Source: an optimization exercise on an open RTL-to-GDS flow (aim: small area). Production flows keep margins and buffers that such runs may drop. In this exercise RTL edits were held to simulation tests only and were not proved equivalent to the original.

Setup of fjord:
==> flow/design.v (excerpt) <==
module piano
  (
    clk,
    SW_C, SW_D, SW_E, SW_F, SW_G, SW_A, SW_B,
    RST, PLAYBACK, UP, DOWN,
    AIN, GAIN, NC, ACTIVE,
    ANODE, CATHODE
  );
For scale: roughly 38000 um2 of cells after synthesis.
Settings: LEC_CHECK=0, ABC_AREA=1, CAP_MARGIN=20, CORE_MARGIN=2, CORE_UTILIZATION=75, PLACE_DENSITY=0.85, SLEW_MARGIN=20; clock period 10.0 ns.
standard.sh (not shown) runs the stock make flow with config.mk's settings and CLKGATE_MAP_FILE= SYNTH_SCRIPT=/design/flow/synth_recipe.tcl, a recipe that flattens the netlist after the stock synthesis.
==> flow/flow/run.sh <==
#!/bin/bash
# Layout: the standard flow (standard.sh), with two settings changed:
#  - clock tree synthesis adds no dummy loads and uses clkbuf_8 leaf
#    buffers, each driving up to 16 flip-flops within 50 um;
#  - the input and output ports get buffers of the smallest buffer cell.
# make's full output goes to standard.log; ORFS's own logs are under orfs/logs.
set -euo pipefail
bash standard.sh \
  "CTS_ARGS=-sink_clustering_enable -repair_clock_nets -dont_use_dummy_load -buf_list sky130_fd_sc_hd__clkbuf_8 -sink_clustering_size 16 -sink_clustering_max_diameter 50" \
  "BUFFER_PORTS_ARGS=-buffer_cell sky130_fd_sc_hd__buf_1" \
  finish > standard.log 2>&1
> inputs changed (fjord -> tundra)
Settings: CTS_CLUSTER_SIZE now 16, previously not set; CTS_BUF_LIST now sky130_fd_sc_hd__clkbuf_8, previously not set; CTS_CLUSTER_DIAMETER now 50, previously not set; CORE_UTILIZATION now 60, was 75; PLACE_DENSITY now 0.7, was 0.85.
==> flow/run.sh (new file) <==
#!/bin/bash
# synth_recipe.tcl (not shown) runs the flow's synth.tcl, then flattens the netlist and writes it again
# the make line also repeats each setting of config.mk as NAME=value (left out here)
make -C /OpenROAD-flow-scripts/flow DESIGN_CONFIG=/design/flow/config.mk WORK_HOME=/design/flow/orfs CLKGATE_MAP_FILE= SYNTH_SCRIPT=/design/flow/synth_recipe.tcl finish
removed: flow/flow/run.sh
removed: flow/standard.sh
- Synthesis-to-layout area growth for tundra: 1.9 points up relative to fjord
- The run showing the greater count of cells along the worst register-to-register path is tundra.
- Number of detailed-routing iterations run before antenna repair for tundra is lower than for fjord.

piano, a different RTL version from the one above (not shown whole).
For scale: about 1,600 flip-flops, about 28 I/O pins, roughly 0.038 mm² of cells after synthesis.
// piano
module piano
  (
    clk,
    SW_C, SW_D, SW_E, SW_F, SW_G, SW_A, SW_B,
    RST, PLAYBACK, UP, DOWN,
    AIN, GAIN, NC, ACTIVE,
    ANODE, CATHODE
  );
clock: 10.0 ns
lec_check: 0
abc_area: 1
cap_margin: 20
core_margin: 2
core_utilization: 60
place_density: 0.7
slew_margin: 20
==> flow/flow/run.sh <==
#!/bin/bash
# Layout: the standard flow (standard.sh), with these changes:
#  - after floorplanning, OpenROAD's restructure re-synthesizes the
#    combinational logic for area (flow/restructure.tcl; registers untouched);
#  - clock tree synthesis adds no dummy loads and uses clkbuf_8 leaf
#    buffers, each driving up to 18 flip-flops within 50 um;
#  - after global routing, any clock buffer whose flip-flops would see a
#    clock slew over 110 ps is upsized (flow/clock_fix.tcl);
#  - the input and output ports get buffers of the smallest buffer cell.
# make's full output goes to standard.log; ORFS's own logs are under orfs/logs.
set -euo pipefail
here=$(pwd)
bash standard.sh \
  "POST_FLOORPLAN_TCL=$here/flow/restructure.tcl" \
  "RESTRUCTURE_FILTER=$here/flow/filter_lib.py" \
  "CTS_ARGS=-sink_clustering_enable -repair_clock_nets -dont_use_dummy_load -buf_list sky130_fd_sc_hd__clkbuf_8 -sink_clustering_size 18 -sink_clustering_max_diameter 50" \
  "POST_GLOBAL_ROUTE_TCL=$here/flow/clock_fix.tcl" \
  "CLOCK_FIX_SLEW_PS=110" \
  "BUFFER_PORTS_ARGS=-buffer_cell sky130_fd_sc_hd__buf_1" \
  finish > standard.log 2>&1
==> flow/flow/clock_fix.tcl <==
# POST_GLOBAL_ROUTE hook: with global-route parasitics, upsize each clock
# buffer whose flip-flops would see a clock slew above CLOCK_FIX_SLEW_PS
# (cells moved by the repairs after clock tree synthesis can stretch a leaf
# net), then legalize and re-route the nets that changed.
proc clock_fix_worst_slew {net} {
  set worst 0
  foreach it [$net getITerms] {
    if {[[$it getMTerm] getIoType] ne "INPUT"} continue
    set pin [get_pins "[[$it getInst] getName]/[[$it getMTerm] getName]"]
    foreach e {rise fall} {
      foreach a {min max} {
        set sl [sta::time_ui_sta [get_property $pin slew_${a}_$e]]
        if {$sl > $worst} { set worst $sl }
      }
    }
  }
  return $worst
}

set cf_target [expr {$::env(CLOCK_FIX_SLEW_PS) * 1e-12}]
set cf_sizes {sky130_fd_sc_hd__clkbuf_4 sky130_fd_sc_hd__clkbuf_8 sky130_fd_sc_hd__clkbuf_16}
set cf_db [ord::get_db]
for {set cf_pass 0} {$cf_pass < 3} {incr cf_pass} {
  estimate_parasitics -global_routing
  set cf_changed 0
  foreach net [[ord::get_db_block] getNets] {
    if {[$net getSigType] ne "CLOCK"} continue
    set drv ""
    foreach it [$net getITerms] {
      if {[[$it getMTerm] getIoType] eq "OUTPUT"} { set drv [$it getInst] }
    }
    if {$drv eq ""} continue
    set pos [lsearch $cf_sizes [[$drv getMaster] getName]]
    if {$pos < 0 || $pos + 1 >= [llength $cf_sizes]} continue
    set sl [clock_fix_worst_slew $net]
    if {$sl > $cf_target} {
      puts "clock_fix: [$drv getName] drives [$net getName] with slew [format %.1f [expr {$sl * 1e12}]] ps; upsizing"
      $drv swapMaster [$cf_db findMaster [lindex $cf_sizes [expr {$pos + 1}]]]
      incr cf_changed
    }
  }
  puts "clock_fix: pass $cf_pass upsized $cf_changed clock buffers"
  if {$cf_changed == 0} break
  global_route -start_incremental
  detailed_placement
  global_route -end_incremental
}
estimate_parasitics -global_routing
==> flow/flow/restructure.tcl <==
# POST_FLOORPLAN hook: re-synthesize the combinational logic for area with
# OpenROAD's restructure (ABC), keeping every register as it is. ABC reads a
# copy of the library without the platform's don't-use cells.
set rs_dir $::env(OBJECTS_DIR)/restructure
file mkdir $rs_dir
set rs_lib $rs_dir/area.lib
exec python3 $::env(RESTRUCTURE_FILTER) [lindex $::env(LIB_FILES) 0] $rs_lib {*}$::env(DONT_USE_CELLS)
report_design_area
restructure -target area -liberty_file $rs_lib \
  -tielo_port sky130_fd_sc_hd__conb_1/LO -tiehi_port sky130_fd_sc_hd__conb_1/HI \
  -work_dir $rs_dir -abc_logfile $rs_dir/abc.log
report_design_area
Other scripts of this flow, unchanged in this note and not shown: flow/flow/filter_lib.py
Edit:
==> flow/flow/run.sh (replaced) <==
#!/bin/bash
# Layout: the standard flow (standard.sh), with these changes:
#  - after floorplanning, OpenROAD's restructure re-synthesizes the
#    combinational logic for area and drops cells left without loads
#    (flow/restructure.tcl; registers untouched);
#  - clock tree synthesis adds no dummy loads and uses clkbuf_8 leaf
#    buffers, each driving up to 22 flip-flops within 60 um;
#  - after global routing, any clock buffer whose flip-flops would see a
#    clock slew over 135 ps (estimated from the global routes) is upsized (flow/clock_fix.tcl);
#  - the input and output ports get buffers of the smallest buffer cell.
# make's full output goes to standard.log; ORFS's own logs are under orfs/logs.
set -euo pipefail
here=$(pwd)
bash standard.sh \
  "POST_FLOORPLAN_TCL=$here/flow/restructure.tcl" \
  "RESTRUCTURE_FILTER=$here/flow/filter_lib.py" \
  "CTS_ARGS=-sink_clustering_enable -repair_clock_nets -dont_use_dummy_load -buf_list sky130_fd_sc_hd__clkbuf_8 -sink_clustering_size 22 -sink_clustering_max_diameter 60" \
  "POST_GLOBAL_ROUTE_TCL=$here/flow/clock_fix.tcl" \
  "CLOCK_FIX_SLEW_PS=135" \
  "BUFFER_PORTS_ARGS=-buffer_cell sky130_fd_sc_hd__buf_1" \
  finish > standard.log 2>&1
--- a/flow/flow/clock_fix.tcl
+++ b/flow/flow/clock_fix.tcl
@@ -1,3 +1,3 @@
 # POST_GLOBAL_ROUTE hook: with global-route parasitics, upsize each clock
-# buffer whose flip-flops would see a clock slew above CLOCK_FIX_SLEW_PS
+# buffer whose flip-flop clock pins would see a slew above CLOCK_FIX_SLEW_PS
 # (cells moved by the repairs after clock tree synthesis can stretch a leaf
@@ -8,2 +8,3 @@
     if {[[$it getMTerm] getIoType] ne "INPUT"} continue
+    if {[[$it getMTerm] getName] ne "CLK"} continue
     set pin [get_pins "[[$it getInst] getName]/[[$it getMTerm] getName]"]
--- a/flow/flow/restructure.tcl
+++ b/flow/flow/restructure.tcl
@@ -12 +12,35 @@
 report_design_area
+
+# Remove combinational cells that restructure left without any load.
+set rs_removed 1
+while {$rs_removed} {
+  set rs_removed 0
+  foreach inst [[ord::get_db_block] getInsts] {
+    set m [$inst getMaster]
+    if {[$m getType] ne "CORE" || [$m isSequential]} continue
+    set outs 0
+    set loaded 0
+    foreach it [$inst getITerms] {
+      if {[[$it getMTerm] getIoType] ne "OUTPUT"} continue
+      incr outs
+      set net [$it getNet]
+      if {$net eq "NULL"} continue
+      if {[llength [$net getITerms]] > 1 || [llength [$net getBTerms]] > 0} { set loaded 1 }
+    }
+    if {$outs > 0 && !$loaded} {
+      puts "restructure cleanup: removing [$inst getName] ([$m getName])"
+      set nets {}
+      foreach it [$inst getITerms] {
+        if {[$it getNet] ne "NULL"} { lappend nets [$it getNet] }
+      }
+      odb::dbInst_destroy $inst
+      foreach net $nets {
+        if {[llength [$net getITerms]] == 0 && [llength [$net getBTerms]] == 0} {
+          odb::dbNet_destroy $net
+        }
+      }
+      incr rs_removed
+    }
+  }
+}
+report_design_area
After rerunning: The new run finished with timing, DRC and antenna clean. Utilization is lower by 1.4 points. Clock skew fell by 0.0054 ns. Sequential share of layout area rises by 1.9 points. Count of clock-buffer cells in the layout came out lower by 22. Via count decreases by 0.84%. Area after synthesis stays the same.

==> what the ideal ports hide <==
The results above use ideal ports. As a check the final layouts listed here were re-extracted and re-timed, cells and wires unchanged.
Step 1: set_driving_cell puts a clkbuf_16 on clk and a buf_2 on each other input, an assumption about the parent block.
Step 2 also shifts input and output timing later by t, the mid clock arrival at the registers, as if the neighbouring blocks saw the same clock.
Three values: ideal ports, drivers, drivers and shift; two values: the first two.
run	t (ns)	setup WS [ns]	worst data-port slew with drivers (ns)	cell pins on the clock port's net
fjord	0.736	5.870 / 5.818 / 6.195	0.07	1
tundra	0.776	5.290 / 5.236 / 5.927	0.07	1
the first run of note 2	0.663	5.464 / 5.407 / 5.464	0.03	1
the second run of note 2	0.714	5.355 / 5.355 / 5.355	0.04	1
After both steps every run listed still meets setup and hold.
